This design comes from an exercise in tuning for small area, a short achievable clock period and few clock cycles on the open sky130 flow, not from production work.
At most, simulation tests tie the RTL to the original design; equivalence was not proved.

## seq_multi
module seq_multi #(
    parameter WIDTH = 32
)
(
    input wire logic clk,
    input wire logic rst,
    input wire logic start,
    input wire logic [WIDTH - 1:0] multiplier,
    input wire logic [WIDTH - 1:0] multiplicand,
    output logic busy,
    output logic [(WIDTH * 2) - 1:0] product
);
    logic [63:0] s, c;         
    logic [31:0] m;            
    logic [31:17] q;           
    logic n8;                  
    wire accept = start & ~busy;
    assign product = s + c;
    wire [31:0] ms = busy ? m : multiplicand;
    wire [32:0] qa = {multiplier, 1'b0};     
    wire ng0 = ~busy & (qa[2]);
    wire on0 = ~busy & (qa[1] ^ qa[0]);
    wire tw0 = ~busy & ((qa[2] & ~qa[1] & ~qa[0]) | (~qa[2] & qa[1] & qa[0]));
    wire ng1 = busy ? (q[19]) : (qa[4]);
    wire on1 = busy ? (q[18] ^ q[17]) : (qa[3] ^ qa[2]);
    wire tw1 = busy ? ((q[19] & ~q[18] & ~q[17]) | (~q[19] & q[18] & q[17])) : ((qa[4] & ~qa[3] & ~qa[2]) | (~qa[4] & qa[3] & qa[2]));
    wire ng2 = busy ? (q[21]) : (qa[6]);
    wire on2 = busy ? (q[20] ^ q[19]) : (qa[5] ^ qa[4]);
  ...
For scale: roughly 2900 cells after synthesis, roughly 180 flip-flops, about 130 I/O pins.
export LEC_CHECK = 0
export CAP_MARGIN = 20
export CORE_MARGIN = 2
export CORE_UTILIZATION = 40
export SLEW_MARGIN = 20
create_clock -name core_clock -period 5.0 [get_ports {clk}]
standard.sh (not shown) runs the stock make flow with config.mk's settings and CLKGATE_MAP_FILE= SYNTH_SCRIPT=/design/flow/synth_recipe.tcl, a recipe that flattens the netlist after the stock synthesis.
==> flow/flow/run.sh <==
#!/bin/bash
# The standard layout, with the port buffers made of buf_4 cells instead of the
# delay-buffer cells buffer_ports picks by default.
set -euo pipefail
export BUFFER_PORTS_ARGS="-buffer_cell sky130_fd_sc_hd__buf_4"
bash standard.sh finish > standard.log 2>&1
The first run produced a clean layout.
Edit:
SETUP_SLACK_MARGIN = 0.5   (was not set)
Effect:
- The changed run finished clean
- core utilization goes up by 1.7 points
- clock skew hardly moves
- global-route usage rises by 0.30 points
- routed wire length rises by 2.2%
No functional check of the RTL was part of any run of this note.

---

seq_multi, a different RTL version from the one above (not shown whole).
For scale: roughly 2500 cells after synthesis, about 180 flip-flops, ~130 I/O pins, roughly 22000 um2 of cells after synthesis.
clock: 5.0 ns
lec_check: 0
cap_margin: 20
core_margin: 2
core_utilization: 50
setup_slack_margin: 0.5
slew_margin: 20
==> flow/flow/run.sh <==
#!/bin/bash
# The standard layout, with the port buffers made of buf_1 cells instead of the
# delay-buffer cells buffer_ports picks by default.
set -euo pipefail
export BUFFER_PORTS_ARGS="-buffer_cell sky130_fd_sc_hd__buf_1"
bash standard.sh finish > standard.log 2>&1
The starting point completed with no timing, DRC or antenna violations.
Then changed:
- SETUP_SLACK_MARGIN: 0.5 -> 0.3
=>
- The changed run passed the timing, DRC and antenna checks
- sequential cell count does not change
- wire length falls by 2.0%
- global-route usage goes down by 0.85 points
- core utilization falls by 1.3 points
Then changed:
- SETUP_SLACK_MARGIN: 0.3 -> 0.7
Cell area grows by about 11%.
Area after synthesis does not change.
Die area does not change.
Non-clock buffer count grows by 164.
Register-to-register slack gets better by 0.25 ns.
Count of clock-buffer cells in the layout is unchanged.
Cell count grows by 5.2%.
Via count grows by 5.4%.
Global-route usage grows by 2.0 points.
Then changed:
==> flow/flow/run.sh (replaced) <==
#!/bin/bash
# The standard layout, with the port buffers made of buf_4 cells instead of the
# delay-buffer cells buffer_ports picks by default.
set -euo pipefail
export BUFFER_PORTS_ARGS="-buffer_cell sky130_fd_sc_hd__buf_4"
bash standard.sh finish > standard.log 2>&1
- SETUP_SLACK_MARGIN: 0.7 -> 0.5
Result:
- The changed run went through all stages and came out clean
- non-clock buffer count drops by 155
- final area shrinks by 6.8%
- sequential cell count is unchanged
- global-route usage came out lower by 0.89 points
No run of this note included a check of the RTL's function; only the layout flow was run.

--- another note on this design; it stands on its own ---

// seq_multi
module seq_multi #(
    parameter WIDTH = 32
)
(
    input wire logic clk,
    input wire logic rst,
    input wire logic start,
    input wire logic [WIDTH - 1:0] multiplier,
    input wire logic [WIDTH - 1:0] multiplicand,
    output logic busy,
    output logic [(WIDTH * 2) - 1:0] product
);
For scale: about 2500 cells after synthesis, about 180 flip-flops, about 22000 µm² of cells after synthesis.
clock: 5.0 ns
lec_check: 0
cap_margin: 20
core_margin: 2
core_utilization: 55
setup_slack_margin: 0.5
slew_margin: 20
standard.sh (not shown) runs the stock make flow with config.mk's settings and CLKGATE_MAP_FILE= SYNTH_SCRIPT=/design/flow/synth_recipe.tcl, a recipe that flattens the netlist after the stock synthesis.
==> flow/flow/run.sh <==
#!/bin/bash
# The standard layout, with the port buffers made of buf_1 cells instead of the
# delay-buffer cells buffer_ports picks by default.
set -euo pipefail
export BUFFER_PORTS_ARGS="-buffer_cell sky130_fd_sc_hd__buf_1"
bash standard.sh finish > standard.log 2>&1
The starting point finished with timing, DRC and antenna clean.
Testbench counts at the start, summed over its fixed seeds: cycles 907.
Rerun with:
--- a/flow/config.mk
+++ b/flow/config.mk
@@ -7,2 +7,3 @@
 export LEC_CHECK = 0
+export ABC_AREA = 1
 export CAP_MARGIN = 20
Effect: The changed run passed the timing, DRC and antenna checks; flip-flop and latch count does not change; worst setup slack gains 0.016 ns; global-route usage grows by 0.30 points; fmax grows by 0.35%; final cell count grows by 16%; area after synthesis grows by 8.0%.
Rerun with:
--- a/flow/config.mk
+++ b/flow/config.mk
@@ -7,3 +7,2 @@
 export LEC_CHECK = 0
-export ABC_AREA = 1
 export CAP_MARGIN = 20
@@ -11,2 +10,3 @@
 export CORE_UTILIZATION = 55
+export GPL_TIMING_DRIVEN = 0
 export SETUP_SLACK_MARGIN = 0.5
The changed run went through all stages and came out clean. Via count goes down by 0.80%. Die area drops by 7.3%. Core utilization climbs by 5.5 points. Register-to-register slack loses 0.07 ns. Sequential cell count stays the same. Hold slack gets worse by 0.012 ns. Non-clock buffer count grows by 162. Routed wire length climbs by 12%.

---

lane 3:
Starting RTL as in the previous note.
clock: 5.0 ns
lec_check: 0
cap_margin: 20
core_margin: 2
core_utilization: 55
place_density: 0.68
setup_slack_margin: 0.5
slew_margin: 20
Scripts as last shown in full above: flow/flow/run.sh
No stage failed in lane 3, and the final checks on the layout all came back clean.
Testbench counts of lane 3, summed over its fixed seeds: cycles 907.
The following lists how lane 1 was set up differently from lane 3:
-- flow/config.mk --
<<< lane 3, line 9
export CORE_MARGIN = 2
export CORE_UTILIZATION = 55
export PLACE_DENSITY = 0.68
export SETUP_SLACK_MARGIN = 0.5
export SLEW_MARGIN = 20
>>> lane 1, line 9
export CORE_MARGIN = 2
export CORE_UTILIZATION = 55
export SETUP_SLACK_MARGIN = 0.5
export SLEW_MARGIN = 20
export TNS_END_PERCENT = 20
Findings:
- From lane 3 to lane 1 the numbers moved as follows: total met3 wirelength after detailed routing now smaller, setup slack of the critical path after layout now larger, cell area after placement now larger.
- Against lane 3, lane 1 reports a post-route minimum period that is lower.
- Summary of the comparison: total wire length after detailed routing is higher in lane 1, relative to lane 3.
- The post-synthesis net count of lane 3 and that of lane 1 are within noise of each other.
- Looking at met3 track utilization from global routing, lane 1 sits 1.0 points below lane 3.

-- re-timing with driven ports --
The flow's constraints put no driver on any port. The routed layouts listed below were extracted and timed again, unchanged, in two steps.
Step 1, drivers: a clkbuf_16 drives clk and a buf_2 each remaining input, both assumed.
Step 2, shift: input delay + t, output delay - t, t = (earliest + latest rising clock arrival at the registers) / 2. This alone moves slack from input paths to output paths.
a / b / c = no drivers / after step 1 / after step 2; a / b = the first two.
| run | t, ns | setup WS [ns] | clock arrival spread, ns | cell pins on the clock port's net |
|---|---|---|---|---|
| the first run of note 1 | 0.552 | 0.131 / 0.123 / -0.328 | 0.017 / 0.017 | 1 |
| the second run of note 1 | 0.571 | 0.504 / 0.437 / 0.011 | 0.016 / 0.016 | 1 |
| the first run of note 2 | 0.556 | 0.542 / 0.482 / 0.097 | 0.018 / 0.018 | 1 |
| the second run of note 2 | 0.549 | 0.370 / 0.310 / -0.059 | 0.021 / 0.020 | 1 |
| the third run of note 2 | 0.572 | 0.542 / 0.479 / 0.225 | 0.012 / 0.012 | 1 |
| the fourth run of note 2 | 0.555 | 0.540 / 0.479 / 0.137 | 0.023 / 0.024 | 1 |
| the first run of note 3 | 0.551 | 0.497 / 0.437 / 0.104 | 0.017 / 0.018 | 1 |
| the second run of note 3 | 0.546 | 0.513 / 0.516 / 0.007 | 0.022 / 0.021 | 1 |
| the third run of note 3 | 0.559 | 0.370 / 0.310 / -0.043 | 0.019 / 0.018 | 1 |
| lane 3 | 0.560 | 0.380 / 0.322 / 0.072 | 0.016 / 0.016 | 1 |
| lane 1 | 0.562 | 0.388 / 0.329 / -0.030 | 0.012 / 0.012 | 1 |
With both steps, setup timing fails in the first run of note 1, the second run of note 2, the third run of note 3 and lane 1, where it was met with ideal ports. For the second run of note 3, which loses most, drivers alone change the setup slack by +0.003 ns; drivers and shift together by -0.506 ns.
